This is an optimization exercise on Yosys and OpenROAD, whose aim is small area and a short achievable clock period, not a production implementation.
The RTL was checked by simulation tests, not by an equivalence proof against the original design.

[design/flow/design.v]
module display_comb(
	input wire [3:0] digit,
	output reg [7:0] segCode
);
always @(*) begin
	case (digit)
		4'h0: segCode = 8'b11000000;
		4'h1: segCode = 8'b11111001;
		4'h2: segCode = 8'b10100100;
		4'h3: segCode = 8'b10110000;
		4'h4: segCode = 8'b10011001;
		4'h5: segCode = 8'b10010010;
		4'h6: segCode = 8'b10000010;
		4'h7: segCode = 8'b11111000;
		4'h8: segCode = 8'b10000000;
		4'h9: segCode = 8'b10010000;
		default: segCode = 8'b11111111;
	endcase
end
endmodule
module scoreConverter(
	input wire [13:0] score,
	output wire [3:0] ones,
	output wire [3:0] tens,
	output wire [3:0] hundreds,
	output wire [3:0] thousands
);
function [3:0] add3;
	input [3:0] d;
	case (d)
		4'd5: add3 = 4'd8;
		4'd6: add3 = 4'd9;
		4'd7: add3 = 4'd10;
		4'd8: add3 = 4'd11;
		4'd9: add3 = 4'd12;
		4'd10: add3 = 4'd13;
		4'd11: add3 = 4'd14;
		4'd12: add3 = 4'd15;
		4'd13: add3 = 4'd0;
		4'd14: add3 = 4'd1;
		4'd15: add3 = 4'd2;
		default: add3 = d;
	endcase
endfunction
reg [17:0] bcd;
integer i;
always @(*) begin
	bcd = 18'd0;
	for (i = 13; i >= 0; i = i - 1) begin
		bcd[3:0] = add3(bcd[3:0]);
		bcd[7:4] = add3(bcd[7:4]);
		bcd[11:8] = add3(bcd[11:8]);
		bcd[15:12] = add3(bcd[15:12]);
		bcd = {bcd[16:0], score[i]};
	end
end
assign ones = bcd[3:0];
assign tens = bcd[7:4];
assign hundreds = bcd[11:8];
reg [3:0] th10;
always @(*) begin
	case (bcd[15:12])
		4'd0: th10 = 4'd10;
		4'd1: th10 = 4'd11;
		4'd2: th10 = 4'd12;
		4'd3: th10 = 4'd13;
		4'd4: th10 = 4'd14;
		4'd5: th10 = 4'd15;
		4'd6: th10 = 4'd0;
		4'd7: th10 = 4'd1;
		4'd8: th10 = 4'd2;
		default: th10 = 4'd3;
	endcase
end
assign thousands = bcd[16] ? th10 : bcd[15:12];
endmodule
module vga640x480(
	input wire clk,
	input wire reset,
	output wire [3:0] pcol,
	output wire [3:0] prow,
	input wire pMouse,
	input wire pCat,
	input wire pGoal,
	input wire GameOver,
	output reg hsync,
	output reg vsync,
	output wire [2:0] red,
	output wire [2:0] green,
	output wire [1:0] blue
);
reg [4:0] hcol;
reg [5:0] hsub;
reg [3:0] vrow;
reg [5:0] vsub;
function [15:0] map_row;
	input [3:0] r;
	case (r)
		4'd0:  map_row = 16'b1111111111111111;
		4'd1:  map_row = 16'b1000000110000011;
		4'd2:  map_row = 16'b1100110000110001;
		4'd3:  map_row = 16'b1001100000011101;
		4'd4:  map_row = 16'b1000001011000001;
		4'd5:  map_row = 16'b1010100000010101;
		4'd6:  map_row = 16'b1000101001010001;
		4'd7:  map_row = 16'b1010100000010101;
		4'd8:  map_row = 16'b1000001101000001;
		4'd9:  map_row = 16'b1011100000011101;
		4'd10: map_row = 16'b1000100000110001;
		4'd11: map_row = 16'b1100000110000011;
		default: map_row = 16'b1111111111111111;
	endcase
endfunction
function [5:0] inc6;
	input [5:0] a;
	inc6 = a ^ {&a[4:0], &a[3:0], &a[2:0], &a[1:0], a[0], 1'b1};
endfunction
wire hsub_end = (hsub == 6'd39);
wire line_end = (hcol == 5'd16) & (hsub == 6'd15);    
wire vsub_end = (vsub == 6'd39);
wire frame_end = (vrow == 4'd13);                       
wire [5:0] nhsub = hsub_end ? 6'd0 : inc6(hsub);
wire [4:0] nhcol = ~hsub_end ? hcol : (hcol == 5'd19) ? 5'd0 : hcol ^ {&hcol[3:0], &hcol[2:0], &hcol[1:0], hcol[0], 1'b1};
wire [5:0] nvsub = ~line_end ? vsub : (frame_end | vsub_end) ? 6'd0 : inc6(vsub);
wire [3:0] nvrow = ~line_end ? vrow : frame_end ? 4'd0 : vsub_end ? vrow ^ {&vrow[2:0], &vrow[1:0], vrow[0], 1'b1} : vrow;
wire nhsync = ~(((nhcol == 5'd16) & (nhsub[5] | nhsub[4])) | (nhcol == 5'd17) |
                ((nhcol == 5'd18) & ~nhsub[5]));
wire nvsync = ~((nvrow == 4'd0) & (nvsub[5:1] == 5'd0));
wire nvsub_ge31 = nvsub[5] | (&nvsub[4:0]);
wire nvact = ~((nvrow == 4'd0) & ~nvsub_ge31) & ~((nvrow == 4'd12) & nvsub_ge31) & (nvrow != 4'd13);
wire nhact = ~nhcol[4];
wire [3:0] ncol = nhcol[3:0];
assign pcol = ncol;
assign prow = nvrow;
wire [15:0] nmrow = map_row(nvrow);
wire nwallpix = nmrow[ncol];
reg r, g, b;
always @(*) begin
	r = 1'b0;
	g = 1'b0;
	b = 1'b0;
	if (nvact & nhact) begin
		if (pMouse) begin
			g = 1'b1;
		end else if (pCat) begin
			r = 1'b1;
		end else if (pGoal) begin
			r = 1'b1;
			g = 1'b1;
		end else if (!nwallpix) begin
			r = 1'b1;
			g = ~GameOver;
			b = ~GameOver;
		end else begin
			b = 1'b1;
		end
	end
end
reg red1, green1, blue1;
always @(posedge clk or posedge reset) begin
	if (reset) begin
		hcol <= 5'd16;
		hsub <= 6'd16;
		vrow <= 4'd0;
		vsub <= 6'd0;
		hsync <= 1'b0;
		vsync <= 1'b0;
		red1 <= 1'b0;
		green1 <= 1'b0;
		blue1 <= 1'b0;
	end else begin
		hcol <= nhcol;
		hsub <= nhsub;
		vrow <= nvrow;
		vsub <= nvsub;
		hsync <= nhsync;
		vsync <= nvsync;
		red1 <= r;
		green1 <= g;
		blue1 <= b;
	end
end
assign red = {3{red1}};
assign green = {3{green1}};
assign blue = {2{blue1}};
endmodule
module step_slots(
	input wire clk,
	input wire reset,
	input wire [5:0] cc,
	output wire mslot,
	output wire cslot,
	output reg [3:0] r15,
	output reg [3:0] r12,
	output wire rwall
);
reg [6:0] b2;
reg [1:0] d3_0;
reg [1:0] d3_1;
reg [1:0] d3_2;
reg [1:0] d3_3;
reg [2:0] d5_0;
reg [2:0] d5_1;
reg [2:0] d5_2;
reg [2:0] d7_0;
reg [2:0] d7_1;
reg [3:0] d11_0;
reg [3:0] d11_1;
reg [3:0] q13;
wire q13_fb = ~(q13[3] ^ q13[2]) ^ (q13 == 4'd2);
reg [4:0] q17;
wire q17_fb = ~(q17[4] ^ q17[0]) ^ (q17 == 5'd7);
reg [4:0] q19;
wire q19_fb = ~(q19[4] ^ q19[1]) ^ (q19 == 5'd9);
reg [4:0] q23;
wire q23_fb = ~(q23[4] ^ q23[2]) ^ (q23 == 5'd12);
reg [4:0] q29;
wire q29_fb = ~(q29[4] ^ q29[2]) ^ (q29 == 5'd5);
reg [4:0] q31;
wire q31_fb = ~(q31[4] ^ q31[2]);
reg [5:0] q37;
wire q37_fb = ~(q37[5] ^ q37[4]) ^ (q37 == 6'd16);
reg [5:0] q41;
wire q41_fb = ~(q41[5] ^ q41[4]) ^ (q41 == 6'd58);
reg [5:0] q43;
wire q43_fb = ~(q43[5] ^ q43[0]) ^ (q43 == 6'd29);
reg [5:0] q47;
wire q47_fb = ~(q47[5] ^ q47[4]) ^ (q47 == 6'd6);
reg [5:0] q53;
wire q53_fb = ~(q53[5] ^ q53[0]) ^ (q53 == 6'd23);
reg [5:0] q59;
wire q59_fb = ~(q59[5] ^ q59[0]) ^ (q59 == 6'd36);
reg [5:0] q61;
wire q61_fb = ~(q61[5] ^ q61[0]) ^ (q61 == 6'd10);
reg [6:0] q67;
wire q67_fb = ~(q67[6] ^ q67[5]) ^ (q67 == 7'd123);
reg [6:0] q71;
wire q71_fb = ~(q71[6] ^ q71[4]) ^ (q71 == 7'd71);
reg [6:0] q73;
wire q73_fb = ~(q73[6] ^ q73[1]) ^ (q73 == 7'd23);
reg [6:0] q79;
wire q79_fb = ~(q79[6] ^ q79[3]) ^ (q79 == 7'd58);
reg [6:0] q83;
wire q83_fb = ~(q83[6] ^ q83[3]) ^ (q83 == 7'd38);
reg [6:0] q89;
wire q89_fb = ~(q89[6] ^ q89[5]) ^ (q89 == 7'd89);
reg [6:0] q97;
wire q97_fb = ~(q97[6] ^ q97[3]) ^ (q97 == 7'd126);
reg [6:0] q101;
wire q101_fb = ~(q101[6] ^ q101[2]) ^ (q101 == 7'd96);
reg [6:0] q103;
wire q103_fb = ~(q103[6] ^ q103[0]) ^ (q103 == 7'd59);
reg [6:0] q107;
wire q107_fb = ~(q107[6] ^ q107[0]) ^ (q107 == 7'd99);
reg [6:0] q109;
wire q109_fb = ~(q109[6] ^ q109[2]) ^ (q109 == 7'd105);
reg [6:0] q113;
wire q113_fb = ~(q113[6] ^ q113[0]) ^ (q113 == 7'd60);
reg [6:0] q127;
wire q127_fb = ~(q127[6] ^ q127[2]);
function [1:0] next3;
	input [1:0] d;
	case (d)
		2'd0: next3 = 2'd1;
		2'd1: next3 = 2'd2;
		2'd2: next3 = 2'd0;
		default: next3 = 2'd0;
	endcase
endfunction
function [2:0] next5;
	input [2:0] d;
	case (d)
		3'd0: next5 = 3'd1;
		3'd1: next5 = 3'd2;
		3'd2: next5 = 3'd3;
		3'd3: next5 = 3'd4;
		3'd4: next5 = 3'd0;
		default: next5 = 3'd0;
	endcase
endfunction
function [2:0] next7;
	input [2:0] d;
	case (d)
		3'd0: next7 = 3'd1;
		3'd1: next7 = 3'd2;
		3'd2: next7 = 3'd3;
		3'd3: next7 = 3'd4;
		3'd4: next7 = 3'd5;
		3'd5: next7 = 3'd6;
		3'd6: next7 = 3'd0;
		default: next7 = 3'd0;
	endcase
endfunction
function [3:0] next11;
	input [3:0] d;
	case (d)
		4'd0: next11 = 4'd1;
		4'd1: next11 = 4'd2;
		4'd2: next11 = 4'd3;
		4'd3: next11 = 4'd4;
		4'd4: next11 = 4'd5;
		4'd5: next11 = 4'd6;
		4'd6: next11 = 4'd7;
		4'd7: next11 = 4'd8;
		4'd8: next11 = 4'd9;
		4'd9: next11 = 4'd10;
		4'd10: next11 = 4'd0;
		default: next11 = 4'd0;
	endcase
endfunction
wire wrap = (b2 == 7'd127) & (d3_0 == 2'd1) & (d3_1 == 2'd2) & (d3_2 == 2'd1) & (d3_3 == 2'd0) & (d5_0 == 3'd1) & (d5_1 == 3'd3) & (d5_2 == 3'd3) & (d7_0 == 3'd0) & (d7_1 == 3'd4) & (d11_0 == 4'd7) & (d11_1 == 4'd10) & (q13 == 4'd1);
always @(posedge clk or posedge reset) begin
	if (reset) begin
		b2 <= 7'd0;
		d3_0 <= 2'd0;
		d3_1 <= 2'd0;
		d3_2 <= 2'd0;
		d3_3 <= 2'd0;
		d5_0 <= 3'd0;
		d5_1 <= 3'd0;
		d5_2 <= 3'd0;
		d7_0 <= 3'd0;
		d7_1 <= 3'd0;
		d11_0 <= 4'd0;
		d11_1 <= 4'd0;
		q13 <= 4'd2;
		q17 <= 5'd0;
		q19 <= 5'd9;
		q23 <= 5'd12;
		q29 <= 5'd5;
		q31 <= 5'd0;
		q37 <= 6'd16;
		q41 <= 6'd58;
		q43 <= 6'd8;
		q47 <= 6'd22;
		q53 <= 6'd23;
		q59 <= 6'd36;
		q61 <= 6'd33;
		q67 <= 7'd0;
		q71 <= 7'd71;
		q73 <= 7'd23;
		q79 <= 7'd58;
		q83 <= 7'd38;
		q89 <= 7'd0;
		q97 <= 7'd0;
		q101 <= 7'd49;
		q103 <= 7'd59;
		q107 <= 7'd99;
		q109 <= 7'd105;
		q113 <= 7'd60;
		q127 <= 7'd16;
	end else begin
		b2 <= b2 ^ {&b2[5:0], &b2[4:0], &b2[3:0], &b2[2:0], &b2[1:0], b2[0], 1'b1};
		d3_0 <= next3(d3_0) ^ ({2{wrap}} & 2'd2);
		d3_1 <= (((d3_0 == 2'd2)) ? next3(d3_1) : d3_1) ^ ({2{wrap}} & 2'd2);
		d3_2 <= (((d3_0 == 2'd2) & (d3_1 == 2'd2)) ? next3(d3_2) : d3_2) ^ ({2{wrap}} & 2'd1);
		d3_3 <= (((d3_0 == 2'd2) & (d3_1 == 2'd2) & (d3_2 == 2'd2)) ? next3(d3_3) : d3_3);
		d5_0 <= next5(d5_0) ^ ({3{wrap}} & 3'd2);
		d5_1 <= (((d5_0 == 3'd4)) ? next5(d5_1) : d5_1) ^ ({3{wrap}} & 3'd3);
		d5_2 <= (((d5_0 == 3'd4) & (d5_1 == 3'd4)) ? next5(d5_2) : d5_2) ^ ({3{wrap}} & 3'd3);
		d7_0 <= next7(d7_0) ^ ({3{wrap}} & 3'd1);
		d7_1 <= (((d7_0 == 3'd6)) ? next7(d7_1) : d7_1) ^ ({3{wrap}} & 3'd4);
		d11_0 <= next11(d11_0) ^ ({4{wrap}} & 4'd8);
		d11_1 <= (((d11_0 == 4'd10)) ? next11(d11_1) : d11_1) ^ ({4{wrap}} & 4'd10);
		q13 <= {q13[2:0], q13_fb} ^ ({4{wrap}} & 4'd1);
		q17 <= {q17[3:0], q17_fb} ^ ({5{wrap}} & 5'd2);
		q19 <= {q19[3:0], q19_fb} ^ ({5{wrap}} & 5'd28);
		q23 <= {q23[3:0], q23_fb} ^ ({5{wrap}} & 5'd21);
		q29 <= {q29[3:0], q29_fb} ^ ({5{wrap}} & 5'd10);
		q31 <= {q31[3:0], q31_fb} ^ ({5{wrap}} & 5'd4);
		q37 <= {q37[4:0], q37_fb} ^ ({6{wrap}} & 6'd38);
		q41 <= {q41[4:0], q41_fb} ^ ({6{wrap}} & 6'd21);
		q43 <= {q43[4:0], q43_fb} ^ ({6{wrap}} & 6'd2);
		q47 <= {q47[4:0], q47_fb} ^ ({6{wrap}} & 6'd8);
		q53 <= {q53[4:0], q53_fb} ^ ({6{wrap}} & 6'd1);
		q59 <= {q59[4:0], q59_fb} ^ ({6{wrap}} & 6'd20);
		q61 <= {q61[4:0], q61_fb} ^ ({6{wrap}} & 6'd2);
		q67 <= {q67[5:0], q67_fb} ^ ({7{wrap}} & 7'd64);
		q71 <= {q71[5:0], q71_fb} ^ ({7{wrap}} & 7'd10);
		q73 <= {q73[5:0], q73_fb} ^ ({7{wrap}} & 7'd36);
		q79 <= {q79[5:0], q79_fb} ^ ({7{wrap}} & 7'd3);
		q83 <= {q83[5:0], q83_fb} ^ ({7{wrap}} & 7'd68);
		q89 <= {q89[5:0], q89_fb} ^ ({7{wrap}} & 7'd1);
		q97 <= {q97[5:0], q97_fb} ^ ({7{wrap}} & 7'd80);
		q101 <= {q101[5:0], q101_fb} ^ ({7{wrap}} & 7'd8);
		q103 <= {q103[5:0], q103_fb} ^ ({7{wrap}} & 7'd8);
		q107 <= {q107[5:0], q107_fb} ^ ({7{wrap}} & 7'd5);
		q109 <= {q109[5:0], q109_fb} ^ ({7{wrap}} & 7'd20);
		q113 <= {q113[5:0], q113_fb} ^ ({7{wrap}} & 7'd8);
		q127 <= {q127[5:0], q127_fb} ^ ({7{wrap}} & 7'd4);
	end
end
assign mslot = (~((cc == 6'd1) | (cc == 6'd3) | (cc == 6'd5) | (cc == 6'd7) | (cc == 6'd9) | (cc == 6'd11) | (cc == 6'd13) | (cc == 6'd15) | (cc == 6'd17) | (cc == 6'd19) | (cc == 6'd21) | (cc == 6'd23) | (cc == 6'd25) | (cc == 6'd27) | (cc == 6'd29) | (cc == 6'd31) | (cc == 6'd33) | (cc == 6'd35) | (cc == 6'd37) | (cc == 6'd39) | (cc == 6'd41) | (cc == 6'd43) | (cc == 6'd45) | (cc == 6'd47) | (cc == 6'd49) | (cc == 6'd51) | (cc == 6'd53) | (cc == 6'd55) | (cc == 6'd57) | (cc == 6'd59) | (cc == 6'd61) | (cc == 6'd63)) | (b2[0:0] == 1'd0)) &
	(~((cc == 6'd3) | (cc == 6'd7) | (cc == 6'd11) | (cc == 6'd15) | (cc == 6'd19) | (cc == 6'd23) | (cc == 6'd27) | (cc == 6'd31) | (cc == 6'd35) | (cc == 6'd39) | (cc == 6'd43) | (cc == 6'd47) | (cc == 6'd51) | (cc == 6'd55) | (cc == 6'd59) | (cc == 6'd63)) | (b2[1:0] == 2'd0)) &
	(~((cc == 6'd7) | (cc == 6'd15) | (cc == 6'd23) | (cc == 6'd31) | (cc == 6'd39) | (cc == 6'd47) | (cc == 6'd55) | (cc == 6'd63)) | (b2[2:0] == 3'd0)) &
	(~((cc == 6'd15) | (cc == 6'd31) | (cc == 6'd47) | (cc == 6'd63)) | (b2[3:0] == 4'd0)) &
	(~((cc == 6'd31) | (cc == 6'd63)) | (b2[4:0] == 5'd0)) &
	(~((cc == 6'd63)) | (b2[5:0] == 6'd0)) &
	(~((cc == 6'd63)) | (b2[6:0] == 7'd0)) &
	(~((cc == 6'd1) | (cc == 6'd4) | (cc == 6'd7) | (cc == 6'd10) | (cc == 6'd13) | (cc == 6'd16) | (cc == 6'd19) | (cc == 6'd22) | (cc == 6'd25) | (cc == 6'd28) | (cc == 6'd31) | (cc == 6'd34) | (cc == 6'd37) | (cc == 6'd40) | (cc == 6'd43) | (cc == 6'd46) | (cc == 6'd49) | (cc == 6'd52) | (cc == 6'd55) | (cc == 6'd58) | (cc == 6'd61)) | ((d3_0 == 2'd0))) &
	(~((cc == 6'd7) | (cc == 6'd16) | (cc == 6'd25) | (cc == 6'd34) | (cc == 6'd43) | (cc == 6'd52) | (cc == 6'd61)) | ((d3_0 == 2'd0) & (d3_1 == 2'd0))) &
	(~((cc == 6'd16) | (cc == 6'd43)) | ((d3_0 == 2'd0) & (d3_1 == 2'd0) & (d3_2 == 2'd0))) &
	(~((cc == 6'd16)) | ((d3_0 == 2'd0) & (d3_1 == 2'd0) & (d3_2 == 2'd0) & (d3_3 == 2'd0))) &
	(~((cc == 6'd0) | (cc == 6'd5) | (cc == 6'd10) | (cc == 6'd15) | (cc == 6'd20) | (cc == 6'd25) | (cc == 6'd30) | (cc == 6'd35) | (cc == 6'd40) | (cc == 6'd45) | (cc == 6'd50) | (cc == 6'd55) | (cc == 6'd60)) | ((d5_0 == 3'd0))) &
	(~((cc == 6'd10) | (cc == 6'd35) | (cc == 6'd60)) | ((d5_0 == 3'd0) & (d5_1 == 3'd0))) &
	(~((cc == 6'd60)) | ((d5_0 == 3'd0) & (d5_1 == 3'd0) & (d5_2 == 3'd0))) &
	(~((cc == 6'd5) | (cc == 6'd12) | (cc == 6'd19) | (cc == 6'd26) | (cc == 6'd33) | (cc == 6'd40) | (cc == 6'd47) | (cc == 6'd54) | (cc == 6'd61)) | ((d7_0 == 3'd0))) &
	(~((cc == 6'd33)) | ((d7_0 == 3'd0) & (d7_1 == 3'd0))) &
	(~((cc == 6'd1) | (cc == 6'd12) | (cc == 6'd23) | (cc == 6'd34) | (cc == 6'd45) | (cc == 6'd56)) | ((d11_0 == 4'd0))) &
	(~((cc == 6'd56)) | ((d11_0 == 4'd0) & (d11_1 == 4'd0))) &
	(~((cc == 6'd0) | (cc == 6'd13) | (cc == 6'd26) | (cc == 6'd39) | (cc == 6'd52)) | (q13 == 4'd2)) &
	(~((cc == 6'd3) | (cc == 6'd20) | (cc == 6'd37) | (cc == 6'd54)) | (q17 == 5'd0)) &
	(~((cc == 6'd11) | (cc == 6'd30) | (cc == 6'd49)) | (q19 == 5'd9)) &
	(~((cc == 6'd4) | (cc == 6'd27) | (cc == 6'd50)) | (q23 == 5'd12)) &
	(~((cc == 6'd22) | (cc == 6'd51)) | (q29 == 5'd5)) &
	(~((cc == 6'd28) | (cc == 6'd59)) | (q31 == 5'd0)) &
	(~((cc == 6'd9) | (cc == 6'd46)) | (q37 == 6'd16)) &
	(~((cc == 6'd17) | (cc == 6'd58)) | (q41 == 6'd58)) &
	(~((cc == 6'd21)) | (q43 == 6'd8)) &
	(~((cc == 6'd29)) | (q47 == 6'd22)) &
	(~((cc == 6'd41)) | (q53 == 6'd23)) &
	(~((cc == 6'd53)) | (q59 == 6'd36)) &
	(~((cc == 6'd57)) | (q61 == 6'd33)) &
	(~((cc == 6'd2)) | (q67 == 7'd0)) &
	(~((cc == 6'd6)) | (q71 == 7'd71)) &
	(~((cc == 6'd8)) | (q73 == 7'd23)) &
	(~((cc == 6'd14)) | (q79 == 7'd58)) &
	(~((cc == 6'd18)) | (q83 == 7'd38)) &
	(~((cc == 6'd24)) | (q89 == 7'd0)) &
	(~((cc == 6'd32)) | (q97 == 7'd0)) &
	(~((cc == 6'd36)) | (q101 == 7'd49)) &
	(~((cc == 6'd38)) | (q103 == 7'd59)) &
	(~((cc == 6'd42)) | (q107 == 7'd99)) &
	(~((cc == 6'd44)) | (q109 == 7'd105)) &
	(~((cc == 6'd48)) | (q113 == 7'd60)) &
	(~((cc == 6'd62)) | (q127 == 7'd16));
assign cslot = (~((cc == 6'd1) | (cc == 6'd3) | (cc == 6'd5) | (cc == 6'd7) | (cc == 6'd9) | (cc == 6'd11) | (cc == 6'd13) | (cc == 6'd15) | (cc == 6'd17) | (cc == 6'd19) | (cc == 6'd21) | (cc == 6'd23) | (cc == 6'd25) | (cc == 6'd27) | (cc == 6'd29) | (cc == 6'd31) | (cc == 6'd33) | (cc == 6'd35) | (cc == 6'd37) | (cc == 6'd39) | (cc == 6'd41) | (cc == 6'd43) | (cc == 6'd45) | (cc == 6'd47) | (cc == 6'd49) | (cc == 6'd51) | (cc == 6'd53) | (cc == 6'd55) | (cc == 6'd57) | (cc == 6'd59) | (cc == 6'd61) | (cc == 6'd63)) | (b2[0:0] == 1'd0)) &
	(~((cc == 6'd1) | (cc == 6'd5) | (cc == 6'd9) | (cc == 6'd13) | (cc == 6'd17) | (cc == 6'd21) | (cc == 6'd25) | (cc == 6'd29) | (cc == 6'd33) | (cc == 6'd37) | (cc == 6'd41) | (cc == 6'd45) | (cc == 6'd49) | (cc == 6'd53) | (cc == 6'd57) | (cc == 6'd61)) | (b2[1:0] == 2'd0)) &
	(~((cc == 6'd1) | (cc == 6'd9) | (cc == 6'd17) | (cc == 6'd25) | (cc == 6'd33) | (cc == 6'd41) | (cc == 6'd49) | (cc == 6'd57)) | (b2[2:0] == 3'd0)) &
	(~((cc == 6'd1) | (cc == 6'd17) | (cc == 6'd33) | (cc == 6'd49)) | (b2[3:0] == 4'd0)) &
	(~((cc == 6'd1) | (cc == 6'd33)) | (b2[4:0] == 5'd0)) &
	(~((cc == 6'd1)) | (b2[5:0] == 6'd0)) &
	(~((cc == 6'd2) | (cc == 6'd5) | (cc == 6'd8) | (cc == 6'd11) | (cc == 6'd14) | (cc == 6'd17) | (cc == 6'd20) | (cc == 6'd23) | (cc == 6'd26) | (cc == 6'd29) | (cc == 6'd32) | (cc == 6'd35) | (cc == 6'd38) | (cc == 6'd41) | (cc == 6'd44) | (cc == 6'd47) | (cc == 6'd50) | (cc == 6'd53) | (cc == 6'd56) | (cc == 6'd59) | (cc == 6'd62)) | ((d3_0 == 2'd0))) &
	(~((cc == 6'd2) | (cc == 6'd11) | (cc == 6'd20) | (cc == 6'd29) | (cc == 6'd38) | (cc == 6'd47) | (cc == 6'd56)) | ((d3_0 == 2'd0) & (d3_1 == 2'd0))) &
	(~((cc == 6'd11) | (cc == 6'd38)) | ((d3_0 == 2'd0) & (d3_1 == 2'd0) & (d3_2 == 2'd0))) &
	(~((cc == 6'd0) | (cc == 6'd5) | (cc == 6'd10) | (cc == 6'd15) | (cc == 6'd20) | (cc == 6'd25) | (cc == 6'd30) | (cc == 6'd35) | (cc == 6'd40) | (cc == 6'd45) | (cc == 6'd50) | (cc == 6'd55) | (cc == 6'd60)) | ((d5_0 == 3'd0))) &
	(~((cc == 6'd15) | (cc == 6'd40)) | ((d5_0 == 3'd0) & (d5_1 == 3'd0))) &
	(~((cc == 6'd2) | (cc == 6'd9) | (cc == 6'd16) | (cc == 6'd23) | (cc == 6'd30) | (cc == 6'd37) | (cc == 6'd44) | (cc == 6'd51) | (cc == 6'd58)) | ((d7_0 == 3'd0))) &
	(~((cc == 6'd16)) | ((d7_0 == 3'd0) & (d7_1 == 3'd0))) &
	(~((cc == 6'd10) | (cc == 6'd21) | (cc == 6'd32) | (cc == 6'd43) | (cc == 6'd54)) | ((d11_0 == 4'd0))) &
	(~((cc == 6'd0) | (cc == 6'd13) | (cc == 6'd26) | (cc == 6'd39) | (cc == 6'd52)) | (q13 == 4'd2)) &
	(~((cc == 6'd14) | (cc == 6'd31) | (cc == 6'd48)) | (q17 == 5'd0)) &
	(~((cc == 6'd8) | (cc == 6'd27) | (cc == 6'd46)) | (q19 == 5'd9)) &
	(~((cc == 6'd19) | (cc == 6'd42)) | (q23 == 5'd12)) &
	(~((cc == 6'd7) | (cc == 6'd36)) | (q29 == 5'd5)) &
	(~((cc == 6'd3) | (cc == 6'd34)) | (q31 == 5'd0)) &
	(~((cc == 6'd28)) | (q37 == 6'd16)) &
	(~((cc == 6'd24)) | (q41 == 6'd58)) &
	(~((cc == 6'd22)) | (q43 == 6'd8)) &
	(~((cc == 6'd18)) | (q47 == 6'd22)) &
	(~((cc == 6'd12)) | (q53 == 6'd23)) &
	(~((cc == 6'd6)) | (q59 == 6'd36)) &
	(~((cc == 6'd4)) | (q61 == 6'd33));
always @(*) begin
	case ({d3_0, d5_0})
		{2'd0, 3'd0}: r15 = 4'd0;
		{2'd0, 3'd1}: r15 = 4'd6;
		{2'd0, 3'd2}: r15 = 4'd12;
		{2'd0, 3'd3}: r15 = 4'd3;
		{2'd0, 3'd4}: r15 = 4'd9;
		{2'd1, 3'd0}: r15 = 4'd10;
		{2'd1, 3'd1}: r15 = 4'd1;
		{2'd1, 3'd2}: r15 = 4'd7;
		{2'd1, 3'd3}: r15 = 4'd13;
		{2'd1, 3'd4}: r15 = 4'd4;
		{2'd2, 3'd0}: r15 = 4'd5;
		{2'd2, 3'd1}: r15 = 4'd11;
		{2'd2, 3'd2}: r15 = 4'd2;
		{2'd2, 3'd3}: r15 = 4'd8;
		{2'd2, 3'd4}: r15 = 4'd14;
		default: r15 = 4'd0;
	endcase
	case ({d3_0, b2[1:0]})
		{2'd0, 2'd0}: r12 = 4'd0;
		{2'd0, 2'd1}: r12 = 4'd9;
		{2'd0, 2'd2}: r12 = 4'd6;
		{2'd0, 2'd3}: r12 = 4'd3;
		{2'd1, 2'd0}: r12 = 4'd4;
		{2'd1, 2'd1}: r12 = 4'd1;
		{2'd1, 2'd2}: r12 = 4'd10;
		{2'd1, 2'd3}: r12 = 4'd7;
		{2'd2, 2'd0}: r12 = 4'd8;
		{2'd2, 2'd1}: r12 = 4'd5;
		{2'd2, 2'd2}: r12 = 4'd2;
		{2'd2, 2'd3}: r12 = 4'd11;
		default: r12 = 4'd0;
	endcase
end
wallr rwalls(.d3(d3_0), .d5(d5_0), .b4(b2[1:0]), .w(rwall));
endmodule
module walls4(
	input wire [3:0] x,
	input wire [3:0] y,
	output wire wU,
	output wire wR,
	output wire wD,
	output wire wL
);
assign wU = ~((x[0] & ~x[1] & ~x[3] & y[2]) | (~x[0] & x[3] & y[0] & y[2]) | (~x[0] & x[1] & x[3] & ~y[0]) | (x[0] & ~x[3] & ~y[1] & y[3]) | (~x[1] & x[3] & y[0] & y[1] & ~y[2]) | (x[1] & ~x[3] & y[0] & y[1] & ~y[2]) | (x[0] & ~x[3] & y[1] & y[2]) | (~x[0] & x[1] & x[3] & y[3]) | (~x[1] & ~x[2] & y[1] & y[3]) | (~x[0] & x[2] & ~y[0] & y[1] & ~y[3]) | (~x[1] & ~x[2] & ~y[0] & y[2]) | (x[1] & x[2] & y[1] & y[3]) | (x[1] & ~x[2] & ~y[0] & ~y[2] & ~y[3]) | (x[0] & x[3] & ~y[0] & ~y[2] & ~y[3]) | (~x[2] & ~x[3] & y[0] & y[1]) | (~x[2] & ~x[3] & y[0] & y[2]) | (x[0] & x[2] & ~y[0] & ~y[1] & ~y[3]) | (~x[0] & x[2] & x[3] & ~y[1] & y[3]));
assign wR = ~((~x[0] & ~x[1] & ~y[2]) | (x[0] & x[2] & ~x[3] & y[0]) | (x[0] & x[3] & ~y[1]) | (~x[0] & ~x[3] & ~y[0]) | (~x[1] & ~x[2] & x[3] & y[0]) | (~x[1] & ~x[2] & ~x[3] & ~y[0]) | (~x[2] & y[0] & y[1] & y[3]) | (x[1] & ~x[2] & ~y[0] & ~y[1]) | (x[1] & x[2] & ~x[3] & y[1] & ~y[3]) | (~x[2] & ~y[1] & ~y[2] & ~y[3]) | (~x[1] & x[2] & x[3] & ~y[0] & y[2]) | (x[0] & x[3] & ~y[0] & y[3]) | (~x[0] & ~x[3] & y[2]) | (x[0] & x[1] & x[2] & y[1]) | (~x[0] & ~x[3] & ~y[1] & y[3]) | (x[0] & x[2] & y[0] & ~y[3]));
assign wD = (y[0] & y[1] & y[3]) | (x[0] & x[3] & y[2]) | (~x[0] & ~x[3] & y[2]) | (x[1] & x[3] & ~y[1] & ~y[2] & ~y[3]) | (~x[1] & x[2] & ~x[3] & y[0] & ~y[1] & ~y[2]) | (x[0] & x[3] & ~y[0] & ~y[1]) | (~x[0] & ~x[3] & ~y[0] & ~y[1]) | (x[1] & ~x[2] & ~y[0] & ~y[2] & ~y[3]) | (x[1] & ~x[3] & y[0] & y[1] & ~y[2]) | (~x[1] & ~x[3] & y[1] & y[3]) | (x[0] & x[1] & x[2] & y[1] & y[3]) | (~x[0] & ~x[1] & x[2] & ~y[1] & y[3]) | (x[1] & x[2] & x[3] & y[1] & y[3]) | (~x[0] & ~x[1] & ~x[2] & y[1] & y[3]) | (x[0] & ~x[2] & x[3] & y[0] & y[1]) | (x[1] & ~x[2] & ~x[3] & ~y[1] & y[3]) | (~x[1] & ~x[2] & x[3] & y[0] & y[1] & y[2]) | (~x[0] & x[2] & x[3] & ~y[0] & ~y[2] & ~y[3]);
assign wL = ~((x[1] & ~x[2] & ~x[3] & ~y[0]) | (~x[0] & ~x[2] & x[3] & y[0]) | (x[1] & x[2] & ~x[3] & y[0]) | (x[0] & x[3] & ~y[0]) | (~x[1] & x[2] & ~y[0] & ~y[1]) | (x[2] & ~y[1] & ~y[2] & ~y[3]) | (x[0] & x[1] & ~x[2] & ~y[2]) | (x[2] & y[0] & y[1] & y[3]) | (x[1] & x[2] & x[3] & ~y[0]) | (~x[1] & ~x[2] & x[3] & y[1] & ~y[3]) | (x[0] & x[1] & y[1] & ~y[2]) | (x[1] & x[3] & y[1] & ~y[2]) | (x[0] & x[3] & y[2]) | (~x[1] & x[3] & ~y[1] & y[3]) | (~x[0] & ~x[1] & ~x[2] & y[3]));
endmodule
module wallr(
	input wire [1:0] d3,
	input wire [2:0] d5,
	input wire [1:0] b4,
	output wire w
);
assign w = (~d3[0] & ~d3[1] & ~d5[1] & ~b4[0]) | (~d3[1] & ~d5[0] & d5[1] & ~b4[1]) | (d5[0] & d5[1] & b4[0] & b4[1]) | (d3[1] & ~d5[1] & ~b4[0] & b4[1]) | (~d3[0] & ~d3[1] & ~d5[0] & ~d5[2] & b4[0]) | (d3[0] & d5[2] & b4[1]) | (~d3[0] & ~d3[1] & d5[1] & ~b4[1]) | (d3[1] & d5[2] & b4[1]) | (~d5[0] & d5[1] & b4[0] & ~b4[1]) | (d3[0] & d5[0] & ~d5[1] & b4[0] & ~b4[1]) | (d3[1] & d5[0] & d5[1] & ~b4[0] & ~b4[1]) | (d3[1] & d5[0] & ~d5[1] & b4[0] & ~b4[1]);
endmodule
module Location(
	input wire rightBtn,
	input wire leftBtn,
	input wire upBtn,
	input wire downBtn,
	input wire crightBtn,
	input wire cleftBtn,
	input wire cupBtn,
	input wire cdownBtn,
	input wire clock,
	input wire reset,
	output wire [3:0] CatX,
	output wire [3:0] CatY,
	output wire [3:0] MouseX,
	output wire [3:0] MouseY,
	output wire [3:0] GoalX,
	output wire [3:0] GoalY,
	output wire [13:0] Score,
	output wire GameOver,
	input wire [3:0] pcol,
	input wire [3:0] prow,
	output wire pMouse,
	output wire pCat,
	output wire pGoal,
	output wire nGameOver
);
reg [3:0] mx, my, cx, cy, gx, gy;
reg [13:0] sc;
reg go;
reg [5:0] cc;
wire mslot, cslot;
wire [3:0] r15, r12;
wire rwall;
step_slots steps(
	.clk(clock),
	.reset(reset),
	.cc(cc),
	.mslot(mslot),
	.cslot(cslot),
	.r15(r15),
	.r12(r12),
	.rwall(rwall)
);
function [3:0] inc4;
	input [3:0] a;
	inc4 = a ^ {&a[2:0], &a[1:0], a[0], 1'b1};
endfunction
function [3:0] dec4;
	input [3:0] a;
	dec4 = a ^ {~|a[2:0], ~|a[1:0], ~a[0], 1'b1};
endfunction
function [13:0] add14;
	input [13:0] a;
	input [13:0] b;
	integer i;
	reg c;
	begin
		c = 1'b0;
		for (i = 0; i < 14; i = i + 1) begin
			add14[i] = a[i] ^ b[i] ^ c;
			c = (a[i] & b[i]) | (c & (a[i] ^ b[i]));
		end
	end
endfunction
function [13:0] dec14;
	input [13:0] a;
	integer i;
	reg b;
	begin
		b = 1'b1;
		for (i = 0; i < 14; i = i + 1) begin
			dec14[i] = a[i] ^ b;
			b = b & ~a[i];
		end
	end
endfunction
function [13:0] bonus;
	input [3:0] x;
	input [3:0] y;
	bonus = add14(add14(14'd50, {10'd0, x}), {10'd0, y});
endfunction
wire mact = mslot & ~go;
wire [3:0] myU = dec4(my), myD = inc4(my), mxR = inc4(mx), mxL = dec4(mx);
wire mwU, mwR, mwD, mwL;
walls4 mwalls(.x(mx), .y(my), .wU(mwU), .wR(mwR), .wD(mwD), .wL(mwL));
wire mokU = ~mwU, mokR = ~mwR, mokD = ~mwD, mokL = ~mwL;
wire mbtn = upBtn | rightBtn | downBtn | leftBtn;
wire mgoU = mact & upBtn & mokU;
wire mgoR = mact & ~upBtn & rightBtn & mokR;
wire mgoD = mact & ~upBtn & ~rightBtn & downBtn & mokD;
wire mgoL = mact & ~upBtn & ~rightBtn & ~downBtn & leftBtn & mokL;
wire mstx = ~(mgoR | mgoL);
wire msty = ~(mgoU | mgoD);
wire [3:0] mxn = mgoR ? mxR : (mgoL ? mxL : mx);
wire [3:0] myn = mgoU ? myU : (mgoD ? myD : my);
wire cact = cslot & ~go;
wire [3:0] cyU = dec4(cy), cyD = inc4(cy), cxR = inc4(cx), cxL = dec4(cx);
wire cwU, cwR, cwD, cwL;
walls4 cwalls(.x(cx), .y(cy), .wU(cwU), .wR(cwR), .wD(cwD), .wL(cwL));
wire cokU = ~cwU, cokR = ~cwR, cokD = ~cwD, cokL = ~cwL;
wire cgoU = cact & cupBtn & cokU;
wire cgoR = cact & ~cupBtn & crightBtn & cokR;
wire cgoD = cact & ~cupBtn & ~crightBtn & cdownBtn & cokD;
wire cgoL = cact & ~cupBtn & ~crightBtn & ~cdownBtn & cleftBtn & cokL;
wire cstx = ~(cgoR | cgoL);
wire csty = ~(cgoU | cgoD);
wire [3:0] cxn = cgoR ? cxR : (cgoL ? cxL : cx);
wire [3:0] cyn = cgoU ? cyU : (cgoD ? cyD : cy);
function [4:0] diff;
	input [3:0] a;
	input [3:0] b;
	integer i;
	reg c;
	begin
		c = 1'b1;
		for (i = 0; i < 4; i = i + 1) begin
			diff[i] = a[i] ^ ~b[i] ^ c;
			c = (a[i] & ~b[i]) | (c & (a[i] ^ ~b[i]));
		end
		diff[4] = ~c;
	end
endfunction
wire [4:0] dmcx = diff(mx, cx), dmcy = diff(my, cy);
wire eqx = (((mstx & cstx) | (mgoR & cgoR) | (mgoL & cgoL)) & (dmcx == 5'd0)) |
           (((mstx & cgoR) | (mgoL & cstx)) & (dmcx == 5'd1)) |
           (((mstx & cgoL) | (mgoR & cstx)) & (dmcx == 5'd31)) |
           (mgoL & cgoR & (dmcx == 5'd2)) | (mgoR & cgoL & (dmcx == 5'd30));
wire eqy = (((msty & csty) | (mgoD & cgoD) | (mgoU & cgoU)) & (dmcy == 5'd0)) |
           (((msty & cgoD) | (mgoU & csty)) & (dmcy == 5'd1)) |
           (((msty & cgoU) | (mgoD & csty)) & (dmcy == 5'd31)) |
           (mgoU & cgoD & (dmcy == 5'd2)) | (mgoD & cgoU & (dmcy == 5'd30));
wire caught = cact & eqx & eqy;
wire [4:0] dcgx = diff(cx, gx), dcgy = diff(cy, gy);
wire cg0x = (dcgx == 5'd0), cgpx = (dcgx == 5'd1), cgmx = (dcgx == 5'd31);
wire cg0y = (dcgy == 5'd0), cgpy = (dcgy == 5'd1), cgmy = (dcgy == 5'd31);
wire nearx = (cstx & (cg0x | cgpx | cgmx)) | (cgoR & (cg0x | cgmx | (dcgx == 5'd30))) |
             (cgoL & (cg0x | cgpx | (dcgx == 5'd2)));
wire neary = (csty & (cg0y | cgpy | cgmy)) | (cgoD & (cg0y | cgmy | (dcgy == 5'd30))) |
             (cgoU & (cg0y | cgpy | (dcgy == 5'd2)));
wire near = nearx & neary;
wire [4:0] dmgx = diff(mx, gx), dmgy = diff(my, gy), dmrx = diff(mx, r15), dmry = diff(my, r12);
wire eatgx = (mstx & (dmgx == 5'd0)) | (mgoR & (dmgx == 5'd31)) | (mgoL & (dmgx == 5'd1));
wire eatgy = (msty & (dmgy == 5'd0)) | (mgoD & (dmgy == 5'd31)) | (mgoU & (dmgy == 5'd1));
wire eatrx = (mstx & (dmrx == 5'd0)) | (mgoR & (dmrx == 5'd31)) | (mgoL & (dmrx == 5'd1));
wire eatry = (msty & (dmry == 5'd0)) | (mgoD & (dmry == 5'd31)) | (mgoU & (dmry == 5'd1));
wire eatg = eatgx & eatgy, eatr = eatrx & eatry;
wire eat = near ? eatr : eatg;
wire dec = mact & (|sc) & (mbtn | (sc == 14'd1));
wire [13:0] scm1 = dec14(sc);
wire [13:0] addg = add14(sc, bonus(gx, gy));
wire [13:0] addr = add14(sc, bonus(r15, r12));
wire [13:0] addg1 = dec14(addg);
wire [13:0] addr1 = dec14(addr);
wire [13:0] scd = dec ? scm1 : sc;
wire [13:0] sc2 = near ? (eatr ? (dec ? addr1 : addr) : scd) : (eatg ? (dec ? addg1 : addg) : scd);
reg gw;
wire gwall = gw;
wire gmove = near | eatg | gwall;
always @(posedge clock or posedge reset) begin
	if (reset) begin
		mx <= 4'd5;
		my <= 4'd3;
		cx <= 4'd9;
		cy <= 4'd11;
		gx <= 4'd14;
		gy <= 4'd10;
		sc <= 14'd0;
		go <= 1'b0;
		gw <= 1'b0;
		cc <= 6'd0;
	end else begin
		mx <= mxn;
		my <= myn;
		cx <= cxn;
		cy <= cyn;
		if (gmove) begin
			gx <= r15;
			gw <= rwall;
			gy <= r12;
		end
		sc <= sc2;
		go <= go | caught;
		if (eat) cc <= cc ^ {&cc[4:0], &cc[3:0], &cc[2:0], &cc[1:0], cc[0], 1'b1};
	end
end
assign CatX = cx;
assign CatY = cy;
assign MouseX = mx;
assign MouseY = my;
assign GoalX = gx;
assign GoalY = gy;
assign Score = sc;
assign GameOver = go;
wire [4:0] dpmx = diff(pcol, mx), dpmy = diff(prow, my), dpcx = diff(pcol, cx), dpcy = diff(prow, cy);
assign pMouse = ((mstx & (dpmx == 5'd0)) | (mgoR & (dpmx == 5'd1)) | (mgoL & (dpmx == 5'd31))) &
                ((msty & (dpmy == 5'd0)) | (mgoD & (dpmy == 5'd1)) | (mgoU & (dpmy == 5'd31)));
assign pCat = ((cstx & (dpcx == 5'd0)) | (cgoR & (dpcx == 5'd1)) | (cgoL & (dpcx == 5'd31))) &
              ((csty & (dpcy == 5'd0)) | (cgoD & (dpcy == 5'd1)) | (cgoU & (dpcy == 5'd31)));
assign pGoal = gmove ? ((pcol == r15) & (prow == r12)) : ((pcol == gx) & (prow == gy));
assign nGameOver = go | caught;
endmodule
module top_fsm(
	input clk,
	input reset,
	input rightBtn,
	input leftBtn,
	input upBtn,
	input downBtn,
	input crightBtn,
	input cleftBtn,
	input cupBtn,
	input cdownBtn,
	output reg [7:0] segCode,
	output wire [3:0] an,
	output wire [2:0] red,
	output wire [2:0] green,
	output wire [1:0] blue,
	output wire hsync,
	output wire vsync,
	output wire [3:0] catX,
	output wire [3:0] catY,
	output wire [3:0] mouseX,
	output wire [3:0] mouseY,
	output wire [3:0] goalX,
	output wire [3:0] goalY,
	output wire [13:0] score,
	output wire gameOver
);
wire [3:0] pcol, prow;
wire pMouse, pCat, pGoal, nGameOver;
Location locate(
	.rightBtn(rightBtn),
	.leftBtn(leftBtn),
	.upBtn(upBtn),
	.downBtn(downBtn),
	.crightBtn(crightBtn),
	.cleftBtn(cleftBtn),
	.cupBtn(cupBtn),
	.cdownBtn(cdownBtn),
	.clock(clk),
	.reset(reset),
	.CatX(catX),
	.CatY(catY),
	.MouseX(mouseX),
	.MouseY(mouseY),
	.GoalX(goalX),
	.GoalY(goalY),
	.Score(score),
	.GameOver(gameOver),
	.pcol(pcol),
	.prow(prow),
	.pMouse(pMouse),
	.pCat(pCat),
	.pGoal(pGoal),
	.nGameOver(nGameOver)
);
wire [3:0] ones, tens, hundreds, thousands;
scoreConverter converter(
	.score(score),
	.ones(ones),
	.tens(tens),
	.hundreds(hundreds),
	.thousands(thousands)
);
vga640x480 drawScreen(
	.clk(clk),
	.reset(reset),
	.pcol(pcol),
	.prow(prow),
	.pMouse(pMouse),
	.pCat(pCat),
	.pGoal(pGoal),
	.GameOver(nGameOver),
	.hsync(hsync),
	.vsync(vsync),
	.red(red),
	.green(green),
	.blue(blue)
);
reg [1:0] count;
always @(posedge clk or posedge reset) begin
	if (reset)
		count <= 2'b00;
	else
		count <= {count[1] ^ count[0], ~count[0]};
end
reg [3:0] digit;
always @(*) begin
	case (count)
		2'd0: digit = ones;
		2'd1: digit = tens;
		2'd2: digit = hundreds;
		default: digit = thousands;
	endcase
end
wire [7:0] seg;
display_comb decode(
	.digit(digit),
	.segCode(seg)
);
reg [1:0] shown;
always @(posedge clk) begin
	segCode <= seg;
	shown <= count;
end
assign an = (shown == 2'd0) ? 4'b1110 :
            (shown == 2'd1) ? 4'b1101 :
            (shown == 2'd2) ? 4'b1011 : 4'b0111;
endmodule
[design/flow/flow/run.sh]
#!/bin/bash
# The standard layout (standard.sh), with these changes in how it is
# made, not in what it is held to:
# - synthesis leaves adders as plain gates for ABC (no full/half-adder cell
#   extraction) and maps the logic with flow/abc_area.script, an
#   area-oriented ABC script; registers are mapped before ABC, so they are as
#   in the standard synthesis; the rest of the flow uses ORFS's own scripts;
# - the ports are buffered with a plain buffer instead of ORFS's default
#   pick, a delay cell (every port still gets its own buffer);
# - ORFS's timing repair aims for 69.6 ns of setup slack at the design's
#   90 ns clock, so that it speeds up the paths that set the achieved period.
set -euo pipefail
export BUFFER_PORTS_ARGS="-buffer_cell sky130_fd_sc_hd__buf_2"
export SETUP_SLACK_MARGIN=69.6
rm -rf synth_scripts
cp -r "$FLOW_HOME/scripts" synth_scripts
cp flow/abc_area.script synth_scripts/abc_area.script
ADDER_MAP_FILE= SCRIPTS_DIR="$PWD/synth_scripts" bash standard.sh synth > synth.log 2>&1
bash standard.sh > standard.log 2>&1
[design/flow/flow/abc_area.script]
strash
dc2
strash
dch -f
amap
mfs2 -W 4 -M 5000
strash
dch -f
amap
topo
stime -c
[design/flow/standard.sh]
#!/bin/bash
# synth_recipe.tcl (not shown) runs the flow's synth.tcl, then flattens the netlist and writes it again
# the make line also repeats each setting of config.mk as NAME=value (left out here)
make -C /OpenROAD-flow-scripts/flow DESIGN_CONFIG=/design/flow/config.mk WORK_HOME=/design/flow/orfs CLKGATE_MAP_FILE= SYNTH_SCRIPT=/design/flow/synth_recipe.tcl "${@:-finish}"
[design/flow/config.mk]
export PLATFORM = sky130hd
export DESIGN_NAME = top_fsm
export DESIGN_NICKNAME = top_fsm
export VERILOG_FILES = /design/flow/design.v
export SDC_FILE = /design/flow/constraint.sdc
export NUM_CORES = 4
export LEC_CHECK = 0
export ABC_AREA = 1
export CAP_MARGIN = 20
export CORE_MARGIN = 2
export CORE_UTILIZATION = 72
export CTS_CLUSTER_DIAMETER = 80
export CTS_CLUSTER_SIZE = 25
export SLEW_MARGIN = 20
[design/flow/constraint.sdc]
create_clock -name core_clock -period 90.0 [get_ports {clk}]
set_input_delay 18.0000 -clock core_clock [delete_from_list [all_inputs] [get_ports {clk}]]
set_output_delay 18.0000 -clock core_clock [all_outputs]
set_load 0.01 [all_outputs]
==> qor.yml <==
outcome:
  outcome: "timing/DRC/antenna clean"
cells_and_area:
  drive_gt1_share_pct: 10.3
  final_nets: 2399
  fillCellCount: 1543
  final_area_mm2: 0.0187
  area_growth_pct: 9.86
  largest_reg_flops: 14
  stdcell_count: 2718
  final_util_pct: 80.2
  largest_register: "locate.sc"
  antennaDiodeCount: 0
synthesis:
  syn-mean-instance-area_um2: 7.47
  synth.distinct_cells: 57
  yosys_warnings: 6
  syn_area_mm2: 0.0170
  ys_async_sr_fraction_pct: 96.8
  synth_top_area_share_pct: 29.1
  yosys.area.top_type: "dfrtp_1"
  synthFlopType: "dfrtp_1"
  synthCells: 2282
  ys_top_cells_by_count: "nor2_1, clkinv_1, nand2_1"
  synth-seq-area-share_pct: 41.9
  yosysMostFrequentCell: "nor2_1"
  syn_nets: 2292
  synthTopCellsByArea: "dfrtp_1, dfstp_2, nor2_1"
  synth_edf_count: 0
  ys_seq_elements: 283
global_routing:
  grt_pass1_vias: 17000
  grt_pass1_wl_mm: 82.7
  grt.total_usage_pct: 41.4
  antenna_found_initial: 1
  grt_remaining_overflow: 0
  grt_max_degree: 195
worst_setup_path:
  worst_setup_path_start_kind: "primary input"
  slowest_stage: "or3_4"
  path_cells: "buf_2 -> or3_4 -> nor3_4 -> buf_4 -> nor2_4 -> a32oi_1 -> nand4b_1 -> o41ai_1 -> o211ai_1 -> buf_4 -> nand2_2 -> nor2_4 -> inv_4 -> o22ai_2 -> or2_0 -> nor2_1 -> nor2_1"
  path_max_fanout: 9
  worst-path-buf-inv: 4
  required_ps: 90450
  critical_path.top_delay_family: "simple AND/OR/NAND/NOR gates"
  path_class: "in2reg"
  slowest_delay_ps: 420
  endpoint_kind: "flop"
  crit_arrival_ps: 20900
placed_design:
  dp.cells: 2673
  finalWeightedCongestion: 1.08
  dpl-instance-area_mm2: 0.0179
  hpwlAfterDp_mm: 37.2
  portBuffers: 69
sta:
  hold_viol: 0
  skew_ps: 24.5
  maxSlewViolCount: 0
  rsz0062_at_grt: "true"
  finalCritPeriodShare_pct: 22.7
  tightestPinTransition_ps: 1260
  fmax_ghz: 0.0489
  min_period_ps: 20450
  fin_setup_tns_ps: 0
  maxSlewHeadroom_pct: 15.7
  setup_violations: 0
  timing.hold.ws_ps: 371
drt:
  first_iter_violations: 2960
  first_pass_iters: 9
  drc: 0
  vias: 18700
  route.final.wire_length_mm: 53.3
  post_drt_wl_per_cell_um: 19.6
  avgViaCountPerCell: 6.90
  drtAntennaViolNets: 0
cts:
  cts_root_buffer: "clkbuf_16"
  cts_buffer_depth: 3
  cts_sinks: 283
  tritoncts: "yes"
  cts.reportedPaths.clkPinSlew_ps: 100
  clock_latency_ps: 530
  cts_max_level: 1
  holdBufCountCts: 0
  numCtsBuffers: 17
floorplanning:
  fp.dieW_um: 158
  ioPinCount: 71
  initial_core_util_pct: 73.0
  die_h_um: 158
  rows: 56
  dieArea_mm2: 0.0249
  core-area_mm2: 0.0233
flow_run:
  drv_cap: 0
hold_path:
  worstHoldPathType: "reg2reg"
## worst reg2reg max path, delay by kind of cell (launching register included)
family / cells / cell delay [ps]
compound gates: 22 / 5670
buf+inv: 11 / 1780
flops: 1 / 520
simple gates: 17 / 2720
## area by class of cell
type	instances	area, µm²	share of cell area (%)
clock buffer	23	448	2.39
clock inverter	6	80.1	0.428
inverter	251	966	5.16
multi-input combinational	1739	9120	48.7
sequential	283	7130	38.1
tap	319	399	2.13
timing repair buffer	97	576	3.07
## placed cells by master (no fill, tap or decap), types with 10 or more instances in the layout
master and n:
buf_4 27, a21oi_1 148, nand2_1 220, nand4_1 32, buf_2 69, a2111oi_0 14, nor2b_1 19, o21a_1 27
o22ai_1 84, nor4_1 41, or2_0 20, o31ai_1 10, nor2_2 10, clkbuf_16 17, a211oi_1 19, nand3_1 37
o221ai_1 16, o22a_1 13, nor2_1 493, a22oi_1 30, nor3_1 104, dfstp_2 76, dfrtp_1 198, clkinv_1 243
o21ai_0 212, o32ai_1 16, a31oi_1 21, and3_1 12
## per-stage QoR
stage,setup WS (ps)
finish,69550
global route,69490
CTS,69600
detailed placement,68880
global placement,69010
floorplan,69610
## logic make-up (layout without fill, tap and decap cells)
family,Yosys count,in the layout,share of synthesized area (%)
compound gates,694,694,25.4
simple gates,1042,1042,26.7
xor+xnor,2,2,0.103
flops,283,283,41.9
buf+inv,260,377,5.93
other cells,1,1,0.0220
## layer usage
| layer | routed length [µm] | up-vias | global-route usage, % | share of wire [%] |
|---|---|---|---|---|
| met5 | 12 | - | 0 | 0.022 |
| met4 | 2570 | 2 | 17.2 | 4.8 |
| met3 | 6700 | 333 | 8.46 | 13 |
| met2 | 23300 | 1435 | 64.0 | 44 |
| met1 | 20700 | 8559 | 57.5 | 39 |
| li1 | - | 8418 | - | - |
## what timing repair did
| action | CTS | global route |
|---|---|---|
| endpoints found under the setup margin | 10 | 20 |
| resized for setup | 7 | 37 |
| gates cloned | 0 | 0 |
| pin swaps | 3 | 13 |
| buffers inserted | 4 | 11 |
## final timing paths
path / startpoint / to / slack (ps) / cells past startpoint
worst max-delay path: rightBtn / drawScreen.red1$_DFF_PP0_ / 69550 / 17
worst min-delay path: locate.steps.q107[5]$_DFF_PP1_ / locate.steps.q107[6]$_DFF_PP1_ / 370 / 0
worst max register to register: locate.sc[13]$_DFF_PP0_ / segCode[5]$_DFF_P_ / 79190 / 50
worst min register to register: locate.steps.q107[5]$_DFF_PP1_ / locate.steps.q107[6]$_DFF_PP1_ / 370 / 0
max in group asynchronous: reset / locate.steps.q31[2]$_DFF_PP0_ / 71310 / 3
min in group asynchronous: reset / locate.steps.q23[4]$_DFF_PP0_ / 17440 / 2

-- separate check: timing with driven ports --
No port has a modelled driver above. Below, the same layout with a new extraction and two added sets of constraints. Step 1 assumes that a clkbuf_16 drives the clock port and a buf_2 every other input. Step 2 adds t to the input delays and takes it off the output delays; t is the mean of the earliest and latest rising clock arrival at the registers after step 1. Input paths then give back, and output paths get back, about the clock's delay inside the block. Slacks: ideal ports / drivers / drivers and shift; pairs: ideal ports / drivers.
t, ns: 0.568
setup WS [ns]: 69.546 / 69.577 / 69.009
worst setup path after step 2: input to register
slew at the worst register clock pin (ns): 0.10 / 0.10
worst data-port slew with drivers (ns): 0.03
After both steps this run still meets setup and hold. The setup slack of this run moves by +0.031 ns with the drivers and by -0.537 ns with both steps.
